This design comes from an exercise in tuning for small area, a short achievable clock period and few clock cycles on the open sky130 flow, not from production work. The RTL was checked by simulation tests, not by an equivalence proof against the original design.

==> flow/design.v, too long to show whole: its modules and the start of the top module <==
// module core: 162 lines
// module regfile: 15 lines
// module multree: 3080 lines
module core #(parameter WIDTH = 32) (
  input wire clock, nreset,
  input wire [31:0] programdata,
  input wire [WIDTH-1:0] readramdata,
  output wire writeram,
  output wire [WIDTH-1:0] programaddress,
  output wire [WIDTH-1:0] ramaddress,
  output wire [WIDTH-1:0] writeramdata
);
  // ...
==> flow/run.sh <==
#!/bin/bash
# synth_recipe.tcl (not shown) runs the flow's synth.tcl, then flattens the netlist and writes it again
# the make line also repeats each setting of config.mk as NAME=value (left out here)
make -C /OpenROAD-flow-scripts/flow DESIGN_CONFIG=/design/flow/config.mk WORK_HOME=/design/flow/orfs CLKGATE_MAP_FILE= SYNTH_SCRIPT=/design/flow/synth_recipe.tcl finish
==> flow/config.mk <==
export PLATFORM = sky130hd
export DESIGN_NAME = core
export DESIGN_NICKNAME = core
export VERILOG_FILES = /design/flow/design.v
export SDC_FILE = /design/flow/constraint.sdc
export NUM_CORES = 4
export LEC_CHECK = 0
export ABC_AREA = 1
export CAP_MARGIN = 20
export CORE_MARGIN = 2
export CORE_UTILIZATION = 50
export PLACE_DENSITY = 0.6
export SLEW_MARGIN = 20
==> flow/constraint.sdc <==
create_clock -name core_clock -period 24.0 [get_ports {clock}]
set_input_delay 4.8000 -clock core_clock [delete_from_list [all_inputs] [get_ports {clock}]]
set_output_delay 4.8000 -clock core_clock [all_outputs]
set_load 0.01 [all_outputs]
==> impl_metrics.env, run 1 <==
export IMPL_outcome="complete, no violations"
export IMPL_rsz0062_at_grt="no"
export IMPL_num_multi_input_gates=8349
export IMPL_die_h_um=445.1
export IMPL_regMostFlops="rf.x"
export IMPL_crit_type="reg -> reg"
export IMPL_critical_path_depth=32
export IMPL_setup_worst_path_end="pc_f[1]"
export IMPL_reg2regPathDepth=32
export IMPL_synth_edf_count=1133
export IMPL_nonClkBufAreaFrac=0.03872
export IMPL_syn_nets=12320
export IMPL_fin_skew_ns=0.09553
export IMPL_routabilityCongestion=1.012
export IMPL_netlist_instances=11560
export IMPL_path_buf_inv=9
export IMPL_dr_max_layer_used="met5"
export IMPL_final_area_sq_um=109000
export IMPL_avgViaCountPerCell=6.614
export IMPL_r2r_end="pc_f[1]"
export IMPL_final_common_cell="nand2_1"
export IMPL_fill_cells=17500
export IMPL_use_met1=0.6061
export IMPL_clock_path_buffers=3
export IMPL_synth_cell_area_sq_um=97300
export IMPL_drv_slew=0
export IMPL_layout_common_cells="nand2_1 (3,168), edfxtp_1 (1,133), inv_1 (1,087)"
export IMPL_synth_compound_area_frac=0.1224
Testbench counts, summed over its fixed seeds: cycles 103,201.
==> module core, before the edit <==
module core #(parameter WIDTH = 32) (
  input wire clock, nreset,
  input wire [31:0] programdata,
  input wire [WIDTH-1:0] readramdata,
  output wire writeram,
  output wire [WIDTH-1:0] programaddress,
  output wire [WIDTH-1:0] ramaddress,
  output wire [WIDTH-1:0] writeramdata
);
  reg [31:0] pc_f;                        
  reg [31:0] ir, pc_x;                    
  reg        v_x;
  reg        v_m, wen_m, ld_m, st_m, mul_m, mulh_m;
  reg [4:0]  rd_m;
  reg [31:0] res_m, a_m, b_m;
  reg        wen_w, mul_w, mulh_w;
  reg [4:0]  rd_w;
  reg [31:0] res_w;
  reg [63:0] ms_w, mc_w;                  
  reg        rst_q;                       
  reg        btb_v, pred_x;               
  reg [9:0]  btb_tag;
  reg [29:0] btb_tgt;
  reg        fbt_v;
  reg        upb_m, upf_m;                
  reg [9:0]  tag_m;
  reg [9:0]  fbt_tag;
  reg [29:0] fbt_tgt;
  assign programaddress = pc_f;
  wire hitb = btb_v & (pc_f[11:2] == btb_tag);
  wire hitf = fbt_v & (pc_f[11:2] == fbt_tag);
  wire hit = hitb | hitf;
  wire [31:0] pc_seq = hitb ? {btb_tgt, 2'b00} : hitf ? {fbt_tgt, 2'b00} : pc_f + 4;
  wire [2:0] f3  = ir[14:12];
  wire [4:0] rs1 = ir[19:15];
  wire [4:0] rs2 = ir[24:20];
  wire [4:0] rd  = ir[11:7];
  wire is_ld  = ir[6:4] == 3'b000;
  wire is_imm = ir[6:4] == 3'b001;
  wire is_st  = ir[6:4] == 3'b010;
  wire is_r   = ir[6:4] == 3'b011;
  wire is_br  = ir[6];
  wire is_mul = is_r & ir[25];
  wire use2   = is_r | is_st | is_br;
  wire wr     = (is_ld | is_imm | is_r) & (rd != 5'd0);
  wire [31:0] imm_i = {{20{ir[31]}}, ir[31:20]};
  wire [31:0] imm_s = {{20{ir[31]}}, ir[31:25], ir[11:7]};
  wire [31:0] imm_b = {{19{ir[31]}}, ir[31], ir[7], ir[30:25], ir[11:8], 1'b0};
  wire [31:0] target = pc_x + imm_b;
  wire [31:0] rf1, rf2;
  regfile rf(.clk(clock), .rst_q(rst_q), .we(wen_w), .wa(rd_w), .wd(wd_w),
             .ra1(rs1), .ra2(rs2), .rd1(rf1), .rd2(rf2));
  reg fm1, fm2, fw1, fw2;
  wire [31:0] a = fm1 ? res_m : fw1 ? res_w : rf1;
  wire [31:0] b = fm2 ? res_m : fw2 ? res_w : rf2;
  wire stall = v_x & (((ld_m | mul_m) & (fm1 | (use2 & fm2))) |
                      (mul_w & (fw1 | (use2 & fw2))));
  wire [31:0] op2  = is_r ? b : is_st ? imm_s : imm_i;
  wire [31:0] sum  = a + op2;
  wire [31:0] shl  = a << b[4:0];
  wire signed [31:0] as = a, bs = b;
  wire [31:0] shr  = as >>> b[4:0];
  reg  [31:0] res;
  always_comb begin
    case (f3)
      3'b111:  res = a & b;
      3'b110:  res = is_r ? (a | b) : (a ^ imm_i);
      3'b001:  res = shl;
      3'b101:  res = shr;
      default: res = sum;
    endcase
    if (is_ld | is_st) res = sum;
    if (is_br) res = target;             
  end
  wire eq = a == b;
  wire lt = as < bs;
  wire cond  = f3[2] ? (lt ^ f3[0]) : (eq ^ f3[0]);
  wire br_t  = is_br & cond;
  wire redirect = v_x & ~stall & (pred_x ? ~(br_t & (target == pc_f)) : br_t);
  wire [31:0] fix_pc = br_t ? target : pc_x + 4;
  wire [63:0] ms, mc;
  multree mt(.a(a_m), .b(b_m), .s(ms), .c(mc));
  wire [63:0] prod = ms_w + mc_w;
  wire [31:0] mres = mulh_w ? {prod[63], prod[61:31]} : {prod[63], prod[30:0]};
  wire [31:0] wd_w = mul_w ? mres : res_w;
  assign ramaddress   = res_m;
  assign writeramdata = b_m;
  assign writeram     = v_m & st_m;
  always_ff @(posedge clock, negedge nreset)
    if (~nreset) begin
      pc_f  <= 0;
      v_x   <= 0;
      v_m   <= 0;
      wen_m <= 0;
      wen_w <= 0;
      rst_q <= 0;
      btb_v <= 0;
      fbt_v <= 0;
      upb_m <= 0;
      upf_m <= 0;
    end else begin
      rst_q <= 1;
      if (redirect) begin
        pc_f <= fix_pc;
        v_x  <= 0;
      end else if (~stall) begin
        pc_f <= pc_seq;
        v_x  <= 1;
      end
      upb_m <= v_x & ~stall & br_t & ir[31];
      upf_m <= v_x & ~stall & br_t & ~ir[31];
      if (upb_m)
        btb_v <= 1;
      if (upf_m)
        fbt_v <= 1;
      v_m   <= v_x & ~stall;
      wen_m <= v_x & ~stall & wr;
      wen_w <= wen_m;
    end
  wire pm1 = programdata[19:15] == rd;
  wire pm2 = programdata[24:20] == rd;
  wire pw1 = programdata[19:15] == rd_m;
  wire pw2 = programdata[24:20] == rd_m;
  wire sw1 = rs1 == rd_m;
  wire sw2 = rs2 == rd_m;
  always_ff @(posedge clock) begin
    fm1 <= pm1 & (~stall & v_x & wr);
    fm2 <= pm2 & (~stall & v_x & wr);
    fw1 <= stall ? (wen_m & sw1) : (wen_m & pw1);
    fw2 <= stall ? (wen_m & sw2) : (wen_m & pw2);
  end
  always_ff @(posedge clock) begin
    tag_m <= pc_x[11:2];
    if (upb_m) begin
      btb_tag <= tag_m;
      btb_tgt <= res_m[31:2];
    end
    if (upf_m) begin
      fbt_tag <= tag_m;
      fbt_tgt <= res_m[31:2];
    end
    if (~stall) begin
      ir     <= programdata;
      pc_x   <= pc_f;
      pred_x <= hit;
    end
    ld_m   <= is_ld;
    st_m   <= is_st;
    mul_m  <= is_mul;
    mulh_m <= f3[0];
    rd_m   <= rd;
    res_m  <= res;
    a_m    <= a;
    b_m    <= b;
    rd_w   <= rd_m;
    mul_w  <= mul_m;
    mulh_w <= mulh_m;
    ms_w   <= ms;
    mc_w   <= mc;
    res_w  <= ld_m ? readramdata : res_m;
  end
endmodule
==> run 2, diff against run 1 <==
--- a/flow/design.v
+++ b/flow/design.v
@@ -10,5 +10,7 @@
   reg [31:0] pc_f;                        
-  reg [31:0] ir, pc_x;                    
-  reg        v_x;
-  reg        v_m, wen_m, ld_m, st_m, mul_m, mulh_m;
+  reg [31:0] ir_d, pc_d;                  
+  reg        v_d, pred_d;
+  reg [31:0] ir_x, pc_x, a_x, b_x;        
+  reg        v_x, pred_x;
+  reg        wen_m, ld_m, mul_m, mulh_m;
   reg [4:0]  rd_m;
@@ -20,44 +22,48 @@
   reg        rst_q;                       
-  reg        btb_v, pred_x;               
-  reg [9:0]  btb_tag;
-  reg [29:0] btb_tgt;
-  reg        fbt_v;
+  reg        fm1, fm2, fw1, fw2;          
+  reg        bw1, bw2;                    
+  reg        btb_v, fbt_v;                
+  reg [9:0]  btb_tag, fbt_tag;
+  reg [29:0] btb_tgt, fbt_tgt;
   reg        upb_m, upf_m;                
   reg [9:0]  tag_m;
-  reg [9:0]  fbt_tag;
-  reg [29:0] fbt_tgt;
-  assign programaddress = pc_f;
+  reg [31:0] pa_o, ra_o, wd_o;            
+  reg        we_o;
+  assign programaddress = pa_o;
   wire hitb = btb_v & (pc_f[11:2] == btb_tag);
   wire hitf = fbt_v & (pc_f[11:2] == fbt_tag);
-  wire hit = hitb | hitf;
   wire [31:0] pc_seq = hitb ? {btb_tgt, 2'b00} : hitf ? {fbt_tgt, 2'b00} : pc_f + 4;
-  wire [2:0] f3  = ir[14:12];
-  wire [4:0] rs1 = ir[19:15];
-  wire [4:0] rs2 = ir[24:20];
-  wire [4:0] rd  = ir[11:7];
-  wire is_ld  = ir[6:4] == 3'b000;
-  wire is_imm = ir[6:4] == 3'b001;
-  wire is_st  = ir[6:4] == 3'b010;
-  wire is_r   = ir[6:4] == 3'b011;
-  wire is_br  = ir[6];
-  wire is_mul = is_r & ir[25];
+  wire [4:0] rs1_d = ir_d[19:15];
+  wire [4:0] rs2_d = ir_d[24:20];
+  wire [31:0] rf1, rf2;
+  wire [31:0] wd_w;
+  regfile rf(.clk(clock), .rst_q(rst_q), .we(wen_w), .wa(rd_w), .wd(wd_w),
+             .ra1(rs1_d), .ra2(rs2_d), .rd1(rf1), .rd2(rf2));
+  wire [31:0] a_d = bw1 ? wd_w : rf1;
+  wire [31:0] b_d = bw2 ? wd_w : rf2;
+  wire [2:0] f3  = ir_x[14:12];
+  wire [4:0] rs1 = ir_x[19:15];
+  wire [4:0] rs2 = ir_x[24:20];
+  wire [4:0] rd  = ir_x[11:7];
+  wire is_ld  = ir_x[6:4] == 3'b000;
+  wire is_imm = ir_x[6:4] == 3'b001;
+  wire is_st  = ir_x[6:4] == 3'b010;
+  wire is_r   = ir_x[6:4] == 3'b011;
+  wire is_br  = ir_x[6];
+  wire is_mul = is_r & ir_x[25];
   wire use2   = is_r | is_st | is_br;
   wire wr     = (is_ld | is_imm | is_r) & (rd != 5'd0);
-  wire [31:0] imm_i = {{20{ir[31]}}, ir[31:20]};
-  wire [31:0] imm_s = {{20{ir[31]}}, ir[31:25], ir[11:7]};
-  wire [31:0] imm_b = {{19{ir[31]}}, ir[31], ir[7], ir[30:25], ir[11:8], 1'b0};
+  wire [31:0] imm_i = {{20{ir_x[31]}}, ir_x[31:20]};
+  wire [31:0] imm_s = {{20{ir_x[31]}}, ir_x[31:25], ir_x[11:7]};
+  wire [31:0] imm_b = {{19{ir_x[31]}}, ir_x[31], ir_x[7], ir_x[30:25], ir_x[11:8], 1'b0};
   wire [31:0] target = pc_x + imm_b;
-  wire [31:0] rf1, rf2;
-  regfile rf(.clk(clock), .rst_q(rst_q), .we(wen_w), .wa(rd_w), .wd(wd_w),
-             .ra1(rs1), .ra2(rs2), .rd1(rf1), .rd2(rf2));
-  reg fm1, fm2, fw1, fw2;
-  wire [31:0] a = fm1 ? res_m : fw1 ? res_w : rf1;
-  wire [31:0] b = fm2 ? res_m : fw2 ? res_w : rf2;
+  wire [31:0] a = fm1 ? res_m : fw1 ? res_w : a_x;
+  wire [31:0] b = fm2 ? res_m : fw2 ? res_w : b_x;
   wire stall = v_x & (((ld_m | mul_m) & (fm1 | (use2 & fm2))) |
                       (mul_w & (fw1 | (use2 & fw2))));
-  wire [31:0] op2  = is_r ? b : is_st ? imm_s : imm_i;
-  wire [31:0] sum  = a + op2;
-  wire [31:0] shl  = a << b[4:0];
+  wire [31:0] op2 = is_r ? b : is_st ? imm_s : imm_i;
+  wire [31:0] sum = a + op2;
   wire signed [31:0] as = a, bs = b;
-  wire [31:0] shr  = as >>> b[4:0];
+  wire [31:0] shl = a << b[4:0];
+  wire [31:0] shr = as >>> b[4:0];
   reg  [31:0] res;
@@ -76,5 +82,5 @@
   wire lt = as < bs;
-  wire cond  = f3[2] ? (lt ^ f3[0]) : (eq ^ f3[0]);
-  wire br_t  = is_br & cond;
-  wire redirect = v_x & ~stall & (pred_x ? ~(br_t & (target == pc_f)) : br_t);
+  wire cond = f3[2] ? (lt ^ f3[0]) : (eq ^ f3[0]);
+  wire br_t = is_br & cond;
+  wire redirect = v_x & ~stall & (pred_x ? ~(br_t & (target == pc_d)) : br_t);
   wire [31:0] fix_pc = br_t ? target : pc_x + 4;
@@ -84,6 +90,6 @@
   wire [31:0] mres = mulh_w ? {prod[63], prod[61:31]} : {prod[63], prod[30:0]};
-  wire [31:0] wd_w = mul_w ? mres : res_w;
-  assign ramaddress   = res_m;
-  assign writeramdata = b_m;
-  assign writeram     = v_m & st_m;
+  assign wd_w = mul_w ? mres : res_w;
+  assign ramaddress   = ra_o;
+  assign writeramdata = wd_o;
+  assign writeram     = we_o;
   always_ff @(posedge clock, negedge nreset)
@@ -91,4 +97,5 @@
       pc_f  <= 0;
+      we_o  <= 0;
+      v_d   <= 0;
       v_x   <= 0;
-      v_m   <= 0;
       wen_m <= 0;
@@ -104,2 +111,3 @@
         pc_f <= fix_pc;
+        v_d  <= 0;
         v_x  <= 0;
@@ -107,43 +115,46 @@
         pc_f <= pc_seq;
-        v_x  <= 1;
+        v_d  <= 1;
+        v_x  <= v_d;
       end
-      upb_m <= v_x & ~stall & br_t & ir[31];
-      upf_m <= v_x & ~stall & br_t & ~ir[31];
-      if (upb_m)
-        btb_v <= 1;
-      if (upf_m)
-        fbt_v <= 1;
-      v_m   <= v_x & ~stall;
+      we_o  <= v_x & ~stall & is_st;
       wen_m <= v_x & ~stall & wr;
       wen_w <= wen_m;
+      upb_m <= v_x & ~stall & br_t & ir_x[31];
+      upf_m <= v_x & ~stall & br_t & ~ir_x[31];
+      if (upb_m) btb_v <= 1;
+      if (upf_m) fbt_v <= 1;
     end
-  wire pm1 = programdata[19:15] == rd;
-  wire pm2 = programdata[24:20] == rd;
-  wire pw1 = programdata[19:15] == rd_m;
-  wire pw2 = programdata[24:20] == rd_m;
-  wire sw1 = rs1 == rd_m;
-  wire sw2 = rs2 == rd_m;
+  wire [4:0] prs1 = programdata[19:15];
+  wire [4:0] prs2 = programdata[24:20];
+  wire wr_x = v_x & wr;
   always_ff @(posedge clock) begin
-    fm1 <= pm1 & (~stall & v_x & wr);
-    fm2 <= pm2 & (~stall & v_x & wr);
-    fw1 <= stall ? (wen_m & sw1) : (wen_m & pw1);
-    fw2 <= stall ? (wen_m & sw2) : (wen_m & pw2);
+    fm1 <= ~stall & wr_x & (rs1_d == rd);
+    fm2 <= ~stall & wr_x & (rs2_d == rd);
+    fw1 <= wen_m & (stall ? (rs1 == rd_m) : (rs1_d == rd_m));
+    fw2 <= wen_m & (stall ? (rs2 == rd_m) : (rs2_d == rd_m));
+    bw1 <= wen_m & (stall ? (rs1_d == rd_m) : (prs1 == rd_m));
+    bw2 <= wen_m & (stall ? (rs2_d == rd_m) : (prs2 == rd_m));
   end
+  always_ff @(posedge clock)
+    if (~nreset)
+      pa_o <= 0;
+    else if (redirect)
+      pa_o <= fix_pc;
+    else if (~stall)
+      pa_o <= pc_seq;
   always_ff @(posedge clock) begin
-    tag_m <= pc_x[11:2];
-    if (upb_m) begin
-      btb_tag <= tag_m;
-      btb_tgt <= res_m[31:2];
-    end
-    if (upf_m) begin
-      fbt_tag <= tag_m;
-      fbt_tgt <= res_m[31:2];
-    end
     if (~stall) begin
-      ir     <= programdata;
-      pc_x   <= pc_f;
-      pred_x <= hit;
+      ir_d   <= programdata;
+      pc_d   <= pc_f;
+      pred_d <= hitb | hitf;
+      ir_x   <= ir_d;
+      pc_x   <= pc_d;
+      pred_x <= pred_d;
+      a_x    <= a_d;
+      b_x    <= b_d;
+    end else begin
+      a_x    <= (fw1 & ~fm1 & mul_w) ? mres : a;
+      b_x    <= (fw2 & ~fm2 & mul_w) ? mres : b;
     end
     ld_m   <= is_ld;
-    st_m   <= is_st;
     mul_m  <= is_mul;
@@ -152,5 +163,15 @@
     res_m  <= res;
+    if (is_ld | is_st) ra_o <= sum;
+    if (is_st) wd_o <= b;
     a_m    <= a;
     b_m    <= b;
-    rd_w   <= rd_m;
+    tag_m  <= pc_x[11:2];
+    if (upb_m) begin
+      btb_tag <= tag_m;
+      btb_tgt <= res_m[31:2];
+    end
+    if (upf_m) begin
+      fbt_tag <= tag_m;
+      fbt_tgt <= res_m[31:2];
+    end
     mul_w  <= mul_m;
@@ -159,2 +180,3 @@
     mc_w   <= mc;
+    rd_w   <= rd_m;
     res_w  <= ld_m ? readramdata : res_m;
--- a/flow/config.mk
+++ b/flow/config.mk
@@ -8,3 +8,3 @@
 export ABC_AREA = 1
-export CAP_MARGIN = 20
+export CAP_MARGIN = 50
 export CORE_MARGIN = 2
@@ -12,2 +12,2 @@
 export PLACE_DENSITY = 0.6
-export SLEW_MARGIN = 20
+export SLEW_MARGIN = 50
==> run 2 against run 1 <==
Against the previous run:
- non-clock buffer count increased by 37
- synthesized cell count down 2.0%
- maximum frequency is 59% higher
- setup slack improved by 4.1 ns
- sequential share of layout area increased by 2.4 points
- routed wire length grew 3.0%
- global-route usage shrank 1.5 points
- still clean on timing, DRC and antenna
- count of clock-buffer cells in the layout up 21
==> impl_metrics.env, run 2 <==
export IMPL_outcome="complete, no violations"
export IMPL_critical_path_slowest_cell="clkdlybuf4s50_1"
export IMPL_max_clock_freq_mhz=146.4
export IMPL_cp_arrival_ns=2.03
export IMPL_critPathCaptureType="output pin"
export IMPL_avgViaCountPerCell=6.690
export IMPL_yosysTopAreaCell="edfxtp_1"
export IMPL_synth_edf_count=1258
export IMPL_grt_max_degree=117
export IMPL_numCtsBuffers=181
export IMPL_synth_cell_area_sq_um=103800
export IMPL_routabilityCongestion=1.095
export IMPL_crit_chain="clkdlybuf4s50_1"
export IMPL_syn_to_final_growth_pct=12.40
export IMPL_io_pins=163
export IMPL_die_area_sq_um=211300
export IMPL_crit_type="reg -> out"
export IMPL_core_area_sq_um=206700
export IMPL_cpPeakStageDelay_ns=0.62
export IMPL_synth_seq_area_share=0.4472
export IMPL_relSlewSlack=0.4158
export IMPL_final_common_cell="nand2_1"
export IMPL_synth_distinct_cells=77
export IMPL_die_h_um=459.7
export IMPL_hold_buffers=0
export IMPL_hp_class="reg -> reg"
export IMPL_drtPass1Iterations=9
export IMPL_avgSynthCellArea_sq_um=9.164
export IMPL_critPathRequiredTime_ns=19.20
export IMPL_fin_cells=14280
export IMPL_ys_warn_count=35
export IMPL_cts_root_buf="clkbuf_16"
export IMPL_antenna_found_initial=46
export IMPL_setup_violations=0
export IMPL_async_flop_share=0.02500
export IMPL_synth_top_area_frac=0.3639
export IMPL_htreeDepth=4
export IMPL_cts_tree="built"
export IMPL_fin_skew_ns=0.1276
export IMPL_ys_seq_elements=1680
export IMPL_fin_tns_setup_ns=0
export IMPL_fill_cells=18390
export IMPL_start_util=0.5024
export IMPL_top_regs="rf.x x992, ms_w x63, mc_w x62"
export IMPL_layout_common_cells="nand2_1 (2,160), inv_1 (1,387), edfxtp_1 (1,258)"
export IMPL_nets=12150
export IMPL_fin_crit_sh=0.2846
export IMPL_drt_iter0_markers=16310
export IMPL_totalWireLength_um=503100
export IMPL_crit_family="buffers and inverters"
export IMPL_cts_resized=0
export IMPL_drv_slew=0
export IMPL_insertion_delay_ns=0.91
export IMPL_synth_most_common_cell="nand2_1"
export IMPL_dp_cells=13900
export IMPL_drive_above_1_share=0.08792
export IMPL_num_vias=95510
export IMPL_clock_path_buffers=3
export IMPL_drc=0
export IMPL_regMostFlops="rf.x"
export IMPL_gr_total_overflow=0
export IMPL_min_period_ns=6.831
export IMPL_netlist_instances=11330
export IMPL_port_buffers=158
export IMPL_largest_register_ffs=992
export IMPL_finalHoldViolCount=0
export IMPL_critPathLaunchType="flip-flop"
export IMPL_grt_pass1_wl_um=691100
export IMPL_wl_per_cell_um=35.24
export IMPL_rsz0062_at_grt="no"
export IMPL_grt_pass1_vias=89530
export IMPL_synthTopCellsByArea="edfxtp_1 (36%), fa_1 (8.0%), nand2_1 (7.8%)"
export IMPL_fp_row_count=167
export IMPL_cap_violations=0
export IMPL_clock_sinks=1680
export IMPL_grtUsageTotal=0.4672
export IMPL_synth_common_cells="nand2_1 (2,167), inv_1 (1,432), edfxtp_1 (1,258)"
export IMPL_critical_path_max_fanout=2
export IMPL_syn_nets=12090
export IMPL_synth_ff_type="edfxtp_1"
export IMPL_path_buf_inv=1
export IMPL_die_width_um=459.7
export IMPL_detailed_place_hpwl_um=339200
export IMPL_antenna_left=0
export IMPL_clkTransAtPathRegs_ns=0.06
export IMPL_cts_setup_buffers=0
export IMPL_tightest_slew_ns=0.8737
-- run 2: cells by family after synthesis --
kind of cell,after synthesis,synth area share
buf+inv,2128,0.07843
simple gates,3534,0.1439
fa+ha+maj,694,0.1137
xor+xnor,645,0.05512
other cells,1,0.00003612
mux,40,0.004182
compound gates,2607,0.1574
flops,1680,0.4472
-- run 2: path summary, 6_finish.rpt --
path                               start            endpoint  slack, ns  depth (start not counted)
worst max-delay path            pa_o[28]  programaddress[28]      17.17                          1
worst min register to register    mulh_m              mulh_w       0.35                          0
min in group asynchronous         nreset             pc_f[1]       3.88                          1
worst max register to register       fw2            pc_f[16]      17.36                         25
worst min-delay path              mulh_m              mulh_w       0.35                          0
max in group asynchronous         nreset               upf_m      19.09                          2
-- run 2: routing by layer --
metal  part of all wire  up-vias  global-route usage
met1               0.36    46130              0.5934
met2               0.41     8015              0.6546
met5            0.00072        -            0.001378
met4              0.095       32              0.3621
met3               0.14     1936              0.1546
li1                   -    39400                   -
-- run 2: cell type report --
type | instances | area [sq um] | share of cell area
tap | 2704 | 3383 | 0.02899
clock buffer | 232 | 4802 | 0.04115
multi-input combinational | 7521 | 50510 | 0.4328
timing repair buffer | 539 | 4748 | 0.04069
clock inverter | 101 | 1174 | 0.01006
inverter | 1471 | 5559 | 0.04764
antenna | 28 | 70.07 | 0.0006004
sequential | 1680 | 46450 | 0.3981
-- run 2: stage by stage --
stage | hold WS, ns | area [sq um] | utilization | setup slack [ns]
after CTS | 0.3415 | 116400 | 0.5630 | 17.15
final | 0.3510 | 116700 | 0.5647 | 17.17
after detailed placement | 0.3121 | 110400 | 0.5341 | 17.71
after global routing | 0.3461 | 116600 | 0.5644 | 17.09
after floorplan | 0.3096 | 103800 | - | 18.45
after global placement | 0.3156 | 109500 | 0.5301 | 17.70
Testbench counts of run 2, summed over its fixed seeds: cycles 105,224.
==> run 3, diff against run 2 <==
--- a/flow/design.v
+++ b/flow/design.v
@@ -84,4 +84,10 @@
   wire br_t = is_br & cond;
-  wire redirect = v_x & ~stall & (pred_x ? ~(br_t & (target == pc_d)) : br_t);
-  wire [31:0] fix_pc = br_t ? target : pc_x + 4;
+  wire go = v_x & ~stall;
+  wire redir0 = go & pred_x;                                    
+  wire redir1 = go & (pred_x ? ~(is_br & (target == pc_d)) : is_br);   
+  wire redirect = cond ? redir1 : redir0;
+  wire [31:0] pc_hold = ~stall ? pc_seq : pc_f;
+  wire [31:0] next0 = redir0 ? pc_x + 4 : pc_hold;
+  wire [31:0] next1 = redir1 ? (is_br ? target : pc_x + 4) : pc_hold;
+  wire [31:0] pc_next = cond ? next1 : next0;
   wire [63:0] ms, mc;
@@ -109,4 +115,4 @@
       rst_q <= 1;
+      pc_f <= pc_next;
       if (redirect) begin
-        pc_f <= fix_pc;
         v_d  <= 0;
@@ -114,3 +120,2 @@
       end else if (~stall) begin
-        pc_f <= pc_seq;
         v_d  <= 1;
@@ -140,6 +145,4 @@
       pa_o <= 0;
-    else if (redirect)
-      pa_o <= fix_pc;
-    else if (~stall)
-      pa_o <= pc_seq;
+    else
+      pa_o <= pc_next;
   always_ff @(posedge clock) begin
==> flow/flow/run.sh (new file) <==
#!/bin/bash
set -euo pipefail
export BUFFER_PORTS_ARGS="-buffer_cell sky130_fd_sc_hd__buf_4"
bash standard.sh > standard.log 2>&1
==> flow/standard.sh (new file) <==
#!/bin/bash
# synth_recipe.tcl (not shown) runs the flow's synth.tcl, then flattens the netlist and writes it again
# the make line also repeats each setting of config.mk as NAME=value (left out here)
make -C /OpenROAD-flow-scripts/flow DESIGN_CONFIG=/design/flow/config.mk WORK_HOME=/design/flow/orfs CLKGATE_MAP_FILE= SYNTH_SCRIPT=/design/flow/synth_recipe.tcl "${@:-finish}"
removed: flow/run.sh
==> run 3 against run 2 <==
Against the previous run:
- die area is 1.0% higher
- register-to-register slack gained 0.55 ns
- maximum frequency up 9.3%
- synthesized cell count up 2.3%
- critical path type unchanged
- critical endpoint is now ramaddress[4]
- largest cell class unchanged
==> impl_metrics.env, run 3 <==
export IMPL_outcome="complete, no violations"
export IMPL_port_buffers=158
export IMPL_dp_cells=14280
export IMPL_relSlewSlack=0.4081
export IMPL_wl_per_cell_um=34.24
export IMPL_ys_seq_elements=1680
export IMPL_synth_edf_count=1258
export IMPL_nets=12440
export IMPL_yosysTopAreaCell="edfxtp_1"
export IMPL_avgViaCountPerCell=6.582
export IMPL_rsz0062_at_grt="no"
export IMPL_synthXorXnorAreaFrac=0.05173
export IMPL_crit_type="reg -> out"
export IMPL_detailed_place_hpwl_um=344700
export IMPL_hp_class="reg -> reg"
export IMPL_grt_max_degree=86
export IMPL_finish_utilization=0.5661
export IMPL_totalWireLength_um=502600
export IMPL_numCtsBuffers=188
export IMPL_netlist_instances=11590
export IMPL_die_h_um=462.0
export IMPL_synthTopCellsByArea="edfxtp_1 (36%), nand2_1 (8.0%), fa_1 (7.9%)"
export IMPL_fin_skew_ns=0.1009
export IMPL_cts_resized=0
export IMPL_hold_buffers=0
export IMPL_grtUsageTotal=0.4638
export IMPL_die_width_um=462.0
export IMPL_drt_iter0_markers=15710
export IMPL_cap_violations=0
export IMPL_crit_family="flip-flops"
export IMPL_insertion_delay_ns=0.91
export IMPL_start_util=0.5019
export IMPL_synth_seq_area_share=0.4428
export IMPL_synth_common_cells="nand2_1 (2,231), inv_1 (1,492), edfxtp_1 (1,258)"
export IMPL_drc=0
export IMPL_clkTransAtPathRegs_ns=0.07
export IMPL_critPathCaptureType="output pin"
export IMPL_drtPass1Iterations=7
export IMPL_min_period_ns=6.251
export IMPL_cts_setup_buffers=0
export IMPL_max_clock_freq_mhz=160.0
export IMPL_fin_tns_setup_ns=0
export IMPL_cts_tree="built"
export IMPL_synth_adder_area_share=0.1126
export IMPL_critical_path_slowest_cell="edfxtp_1"
export IMPL_tightest_slew_ns=0.8786
export IMPL_fin_crit_sh=0.2604
export IMPL_regToRegSetupSlack_ns=17.91
export IMPL_syn_nets=12350
export IMPL_path_buf_inv=1
export IMPL_io_pins=163
export IMPL_core_area_sq_um=208900
export IMPL_finalHoldViolCount=0
export IMPL_clock_path_buffers=3
export IMPL_die_area_sq_um=213400
export IMPL_synth_most_common_cell="nand2_1"
export IMPL_place_ws_ns=17.72
export IMPL_fill_cells=18800
export IMPL_synth_top_family_by_area="compound AO/OA/AOI/OAI gates"
export IMPL_yosys_area_share_simple=0.1499
export IMPL_hold_ws_ns=0.3354
export IMPL_multi_input_area_sq_um=51510
export IMPL_critPathRequiredTime_ns=19.20
export IMPL_fin_ws_ns=17.75
export IMPL_final_common_cell="nand2_1"
export IMPL_synth_top_area_frac=0.3602
export IMPL_synth_compound_area_frac=0.1596
export IMPL_layout_common_cells="nand2_1 (2,222), inv_1 (1,469), edfxtp_1 (1,258)"
export IMPL_grt_pass1_wl_um=692500
export IMPL_num_vias=96600
export IMPL_antenna_found_initial=49
export IMPL_syn_to_final_growth_pct=12.79
export IMPL_synth_cell_area_sq_um=104900
export IMPL_drv_slew=0
export IMPL_avgSynthCellArea_sq_um=9.050
export IMPL_ys_warn_count=35
export IMPL_setup_violations=0
export IMPL_fin_cells=14680
export IMPL_clock_sinks=1680
export IMPL_cp_arrival_ns=1.45
export IMPL_ff_latch_area_sq_um=46450
export IMPL_top_regs="rf.x x992, ms_w x63, mc_w x62"
export IMPL_critical_path_max_fanout=1
export IMPL_routabilityCongestion=1.087
export IMPL_fp_row_count=168
export IMPL_antenna_left=0
export IMPL_crit_chain="buf_4"
export IMPL_drive_above_1_share=0.1061
export IMPL_synth_ff_type="edfxtp_1"
export IMPL_critPathLaunchType="flip-flop"
export IMPL_gr_total_overflow=0
export IMPL_cpPeakStageDelay_ns=0.42
export IMPL_regMostFlops="rf.x"
export IMPL_grt_pass1_vias=91490
export IMPL_synth_mux_area_frac=0.003949
export IMPL_async_flop_share=0.02500
export IMPL_largest_register_ffs=992
export IMPL_htreeDepth=4
export IMPL_cts_root_buf="clkbuf_16"
export IMPL_synth_distinct_cells=78
[run 3: routing by layer]
layer | global-route usage | vias to the layer above | wire (um) | share of wire
met3 | 0.1571 | 1854 | 69450 | 0.14
li1 | - | 40310 | - | -
met2 | 0.6617 | 7734 | 206900 | 0.41
met4 | 0.3552 | 28 | 47410 | 0.094
met1 | 0.5782 | 46680 | 178500 | 0.36
met5 | 0 | - | 337 | 0.00067
[run 3: cells by family (layout without fill, tap and decap cells)]
kind of cell    Yosys count  in the layout
simple gates           3712           3712
other cells               1             26
xor+xnor                616            616
fa+ha+maj               694            694
buf+inv                2185           2444
flops                  1680           1680
mux                      38             38
compound gates         2662           2662
[run 3: worst paths after layout]
path / end / from / depth (start not counted)
max: ramaddress[4] / ra_o[4] / 1
min: mul_w / mul_m / 0
max reg2reg: pa_o[0] / fw2 / 27
min reg2reg: mul_w / mul_m / 0
max in group asynchronous: upf_m / nreset / 2
min in group asynchronous: pc_f[25] / nreset / 2
[run 3: stage by stage]
stage | cell area, sq um
floorplan | 104900
global placement | 110500
detailed placement | 111200
CTS | 117700
global route | 118200
finish | 118300
[run 3: worst register-to-register path, stage by stage (launching register included)]
cell and delay (ns):
dfxtp_1 0.30, buf_4 0.36, inv_2 0.29, buf_4 0.33, nand2_1 0.10, nand3_1 0.11
o21ai_4 0.12, buf_4 0.57, clkinv_2 0.76, ha_1 0.45, o21bai_1 0.23, a21oi_1 0.12
o211ai_1 0.20, a21oi_1 0.12, nand2_1 0.08, nand2_1 0.05, nand3_1 0.08, nand2_1 0.06
nand2_1 0.06, nand2_1 0.04, buf_4 0.28, clkinv_1 0.12, buf_4 0.42, nand3_1 0.22
nand2_1 0.16, nand2_1 0.06, nand2_1 0.15, nor2_1 0.06
[run 3: layout make-up]
cell class                 count  share of cell area
clock buffer                 241             0.04422
multi-input combinational   7723              0.4355
antenna                       25           0.0005289
inverter                    1540             0.04898
clock inverter               114             0.01086
timing repair buffer         549             0.03755
sequential                  1680              0.3927
tap                         2805             0.02967
Testbench counts of run 3, summed over its fixed seeds: cycles 105,224.

==> static timing again, ports no longer ideal <==
Ports are ideal in the flow. The routed layouts listed here were re-timed in OpenROAD. Step 1 (the two cells are an assumption about what drives the block):
set clk [get_ports {clock}]
set_driving_cell -lib_cell sky130_fd_sc_hd__clkbuf_16 $clk
set_driving_cell -lib_cell sky130_fd_sc_hd__buf_2 [delete_from_list [all_inputs] $clk]
Step 2, shift: input delay + t, output delay - t, t = (earliest + latest rising clock arrival at the registers) / 2. This alone moves slack from input paths to output paths. Slacks: ideal ports / drivers / drivers and shift; pairs: ideal ports / drivers.
run | t (ns) | setup slack, ns | worst setup path at the end | worst data-port slew with drivers (ns) | pins driven straight from the clock port
run 1 | 0.948 | 13.108 / 13.108 / 13.108 | register to register | 0.08 | 1
run 2 | 0.942 | 17.169 / 17.074 / 17.360 | register to register | 0.07 | 1
run 3 | 0.976 | 17.749 / 17.637 / 17.648 | input to register | 0.24 | 1
After both steps every run listed still meets setup and hold. For run 3, which loses most, drivers alone change the setup slack by -0.112 ns; drivers and shift together by -0.101 ns.
